This design comes from an exercise in tuning for small area on the open sky130 flow, not from production work. The RTL was checked by simulation tests, not by an equivalence proof against the original design. The flow treats the clock pin as an ideal source, which a real chip does not have.

north:
// state_machine_project_top
module state_machine_project_top(
    input i_clk,
    input i_rst,
    input i_switch_1,
    input i_switch_2,
    input i_switch_3,
    input i_switch_4,
    output o_led_1,
    output o_led_2,
    output o_led_3,
    output o_led_4,
    output o_segment2_a,
    output o_segment2_b,
    output o_segment2_c,
    output o_segment2_d,
    output o_segment2_e,
    output o_segment2_f,
    output o_segment2_g,
	output o_segment2_digit
    );
    localparam GAME_LIMIT = 7;  
    localparam CLKS_PER_SEC = 20000;  
    localparam DEBOUNCE_LIMIT = 250;  
    wire w_switch_1, w_switch_2, w_switch_3, w_switch_4;
    wire w_release_1, w_release_2, w_release_3, w_release_4;
    wire w_segment2_a, w_segment2_b, w_segment2_c, w_segment2_d, w_segment2_e, w_segment2_f, w_segment2_g;
    wire[3:0] w_score;
    debounce_filter #(.DEBOUNCE_LIMIT(DEBOUNCE_LIMIT)) debounce_sw1(
        .i_clk(i_clk),
        .i_rst(i_rst),
        .i_bouncy(!i_switch_1),  
        .o_debounced(w_switch_1),
        .o_release(w_release_1)
    );
    debounce_filter #(.DEBOUNCE_LIMIT(DEBOUNCE_LIMIT)) debounce_sw2(
        .i_clk(i_clk),
        .i_rst(i_rst),
        .i_bouncy(i_switch_2),
        .o_debounced(w_switch_2),
        .o_release(w_release_2)
    );
    debounce_filter #(.DEBOUNCE_LIMIT(DEBOUNCE_LIMIT)) debounce_sw3(
        .i_clk(i_clk),
        .i_rst(i_rst),
        .i_bouncy(i_switch_3),
  ...
Settings: LEC_CHECK=0, CAP_MARGIN=20, CORE_MARGIN=2, CORE_UTILIZATION=50, SLEW_MARGIN=20; clock period 10.0 ns.
standard.sh (not shown) runs the stock make flow with config.mk's settings and CLKGATE_MAP_FILE= SYNTH_SCRIPT=/design/flow/synth_recipe.tcl, a recipe that flattens the netlist after the stock synthesis.
==> flow/flow/run.sh <==
#!/bin/bash
# Own layout flow: the standard flow (standard.sh, ORFS) with these changes:
#  - synthesis is the standard synthesis script (synth_recipe.tcl, sourced
#    unchanged) except that Yosys's abc call uses flow/area.abc, an
#    area-oriented mapping script, instead of ORFS's abc_speed.script; the
#    flip-flops are mapped before abc, so registers, names and cell types are
#    those of the standard synthesis;
#  - ports are buffered with the smallest buffer (buf_1);
set -euo pipefail
HERE=$(cd "$(dirname "$0")" && pwd)
WORK=$(pwd)
cat > "$WORK/own_synth.tcl" <<EOT
proc abc {args} {
  set i [lsearch \$args -script]
  if {\$i >= 0} { set args [lreplace \$args \$i [expr {\$i + 1}] -script $HERE/area.abc] }
  yosys abc {*}\$args
}
source $WORK/synth_recipe.tcl
EOT
sed "s#SYNTH_SCRIPT=[^ ]*#SYNTH_SCRIPT=$WORK/own_synth.tcl#" standard.sh > own_standard.sh
grep -q "SYNTH_SCRIPT=$WORK/own_synth.tcl" own_standard.sh
export BUFFER_PORTS_ARGS="-buffer_cell sky130_fd_sc_hd__buf_1"
export CTS_ARGS="$(cat "$HERE/cts_args.txt")"
export POST_CTS_TCL="$HERE/post_cts.tcl"
bash own_standard.sh > standard_flow.log 2>&1
==> flow/flow/post_cts.tcl <==
set clk_slew_limit 0.112
set sizes {sky130_fd_sc_hd__clkbuf_1 sky130_fd_sc_hd__clkbuf_2 sky130_fd_sc_hd__clkbuf_4 sky130_fd_sc_hd__clkbuf_8 sky130_fd_sc_hd__clkbuf_16}
proc my_max_clk_slew {} {
  estimate_parasitics -placement
  set mx 0
  foreach pin [get_pins -hierarchical */CLK] {
    set s [get_property $pin slew_max]
    if {$s > $mx} { set mx $s }
  }
  return $mx
}
proc my_area {m} { return [get_property [get_lib_cells $m] area] }
set root {}
set leaves {}
foreach inst [get_cells *] {
  set m [get_property $inst ref_name]
  set n [get_full_name $inst]
  if {[string match sky130_fd_sc_hd__clkbuf_* $m] && [string match clkbuf_* $n]} {
    if {[string match clkbuf_0_* $n]} { set root [list $n $m] } else { lappend leaves [list $n $m] }
  }
}
puts "post_cts: root $root, [llength $leaves] leaves, clock slew before [my_max_clk_slew]"
set best {}
set best_area 1e9
if {$root ne {}} {
  foreach rsize {sky130_fd_sc_hd__clkbuf_16 sky130_fd_sc_hd__clkbuf_8 sky130_fd_sc_hd__clkbuf_4 sky130_fd_sc_hd__clkbuf_2} {
    replace_cell [lindex $root 0] $rsize
    set config [list [list [lindex $root 0] $rsize]]
    set area [my_area $rsize]
    set ok 1
    foreach l $leaves {
      lassign $l n m
      replace_cell $n sky130_fd_sc_hd__clkbuf_8
    }
    if {[my_max_clk_slew] > $clk_slew_limit} { set ok 0 }
    if {$ok} {
      foreach l $leaves {
        lassign $l n m
        set chosen sky130_fd_sc_hd__clkbuf_8
        foreach cand {sky130_fd_sc_hd__clkbuf_1 sky130_fd_sc_hd__clkbuf_2 sky130_fd_sc_hd__clkbuf_4} {
          replace_cell $n $cand
          if {[my_max_clk_slew] <= $clk_slew_limit} { set chosen $cand; break }
        }
        replace_cell $n $chosen
        lappend config [list $n $chosen]
        set area [expr {$area + [my_area $chosen]}]
      }
      puts "post_cts: root $rsize -> clock buffer area $area"
      if {$area < $best_area} { set best_area $area; set best $config }
    }
  }
  if {$best eq {}} {
    set best [concat [list $root] $leaves]
  }
  foreach c $best { replace_cell [lindex $c 0] [lindex $c 1] }
}
puts "post_cts: chosen $best (area $best_area), clock slew after [my_max_clk_slew]"
detailed_placement
check_placement -verbose
Other scripts of this flow, unchanged in this note and not shown: flow/flow/area.abc, flow/flow/cts_args.txt
diff inputs: north => south
Settings: changing CORE_UTILIZATION from 50 to 80.
### Flow results
south: flow completed, timing, DRC and antenna clean. north ran to completion and came out clean on the timing, design-rule and antenna checks. There was hardly any difference in clock buffer and inverter area fraction after layout between north and south. | core footprint | south vs north | 2800 sq um lower |. Where wire length is concerned, north is better than south. north -> south: synthesis-stage register bit count delta 0, exact match. Worst clock skew on the final layout is higher on north. In south, register-to-register slack is lower than in north. In south, the worst hold slack came out 0.0044 ns above the value in north.
## Diff of input files: east against south
Settings: CORE_UTILIZATION: 80 -> 60.
==> run summary <==
- Where final standard cell area without fillers is concerned, south is better than east.
- In east relative to south, die area had gone up by more than a quarter.
- Where highest achievable clock rate is concerned, south is outperformed by east.
- east — met1 track utilization from global routing 11 points lower, south as reference
- east vs south on fraction of area in multi-input gates: east is the lower one.
What west does differently from east at the input level:
Settings: swapping 60 for 70 in CORE_UTILIZATION.
--- a/flow/flow/post_cts.tcl
+++ b/flow/flow/post_cts.tcl
@@ -1 +1 @@
-set clk_slew_limit 0.112
+set clk_slew_limit 0.120
==> comparison <==
- west completed end to end with timing, DRC and antenna clean.
- In the flow results for west and east, the layout overhead on the synthesized area is smaller on west.
- The run showing the smaller fmax is west.
- Changes observed in west relative to east: via count rose by 42, final cell utilization of the core rose by 10 points.
- Row first-pass GRT wire length: west higher / east lower
- From east to west the numbers moved as follows: smallest setup slack after layout fell by 0.073 ns; wire length the detailed router placed on met1 fell by 2.2%; vertical die dimension fell by about 7%; sequential portion of the cell area rose by 0.36 points; number of enable flip-flop cells after synthesis stayed essentially flat.
- As far as area fraction in compound gates after synthesis goes, west and east are indistinguishable; the numbers are identical.

[re-timing with driven ports]
No port has a modelled driver above. Below, the same layouts with a new extraction and two added sets of constraints. Step 1, drivers: a clkbuf_16 drives i_clk and a buf_2 each remaining input, both assumed. Step 2 moves the port delays by t, midway between the first and last clock arrival at a register: inputs arrive t later, outputs are due t later. That takes back most of the time a late clock gives input paths. a / b / c = ideal ports / drivers / drivers and shift; a / b = the first two.
| run | t (ns) | setup WS [ns] | clock arrival spread, ns | worst data-port slew with drivers (ns) |
|---|---|---|---|---|
| north | 0.524 | 5.562 / 5.534 / 6.048 | 0.044 / 0.043 | 0.03 |
| south | 0.567 | 5.410 / 5.380 / 5.947 | 0.030 / 0.030 | 0.03 |
| east | 0.444 | 5.634 / 5.605 / 6.049 | 0.026 / 0.026 | 0.03 |
| west | 0.564 | 5.561 / 5.534 / 6.003 | 0.021 / 0.021 | 0.03 |
After both steps setup and hold are still met in every run listed.
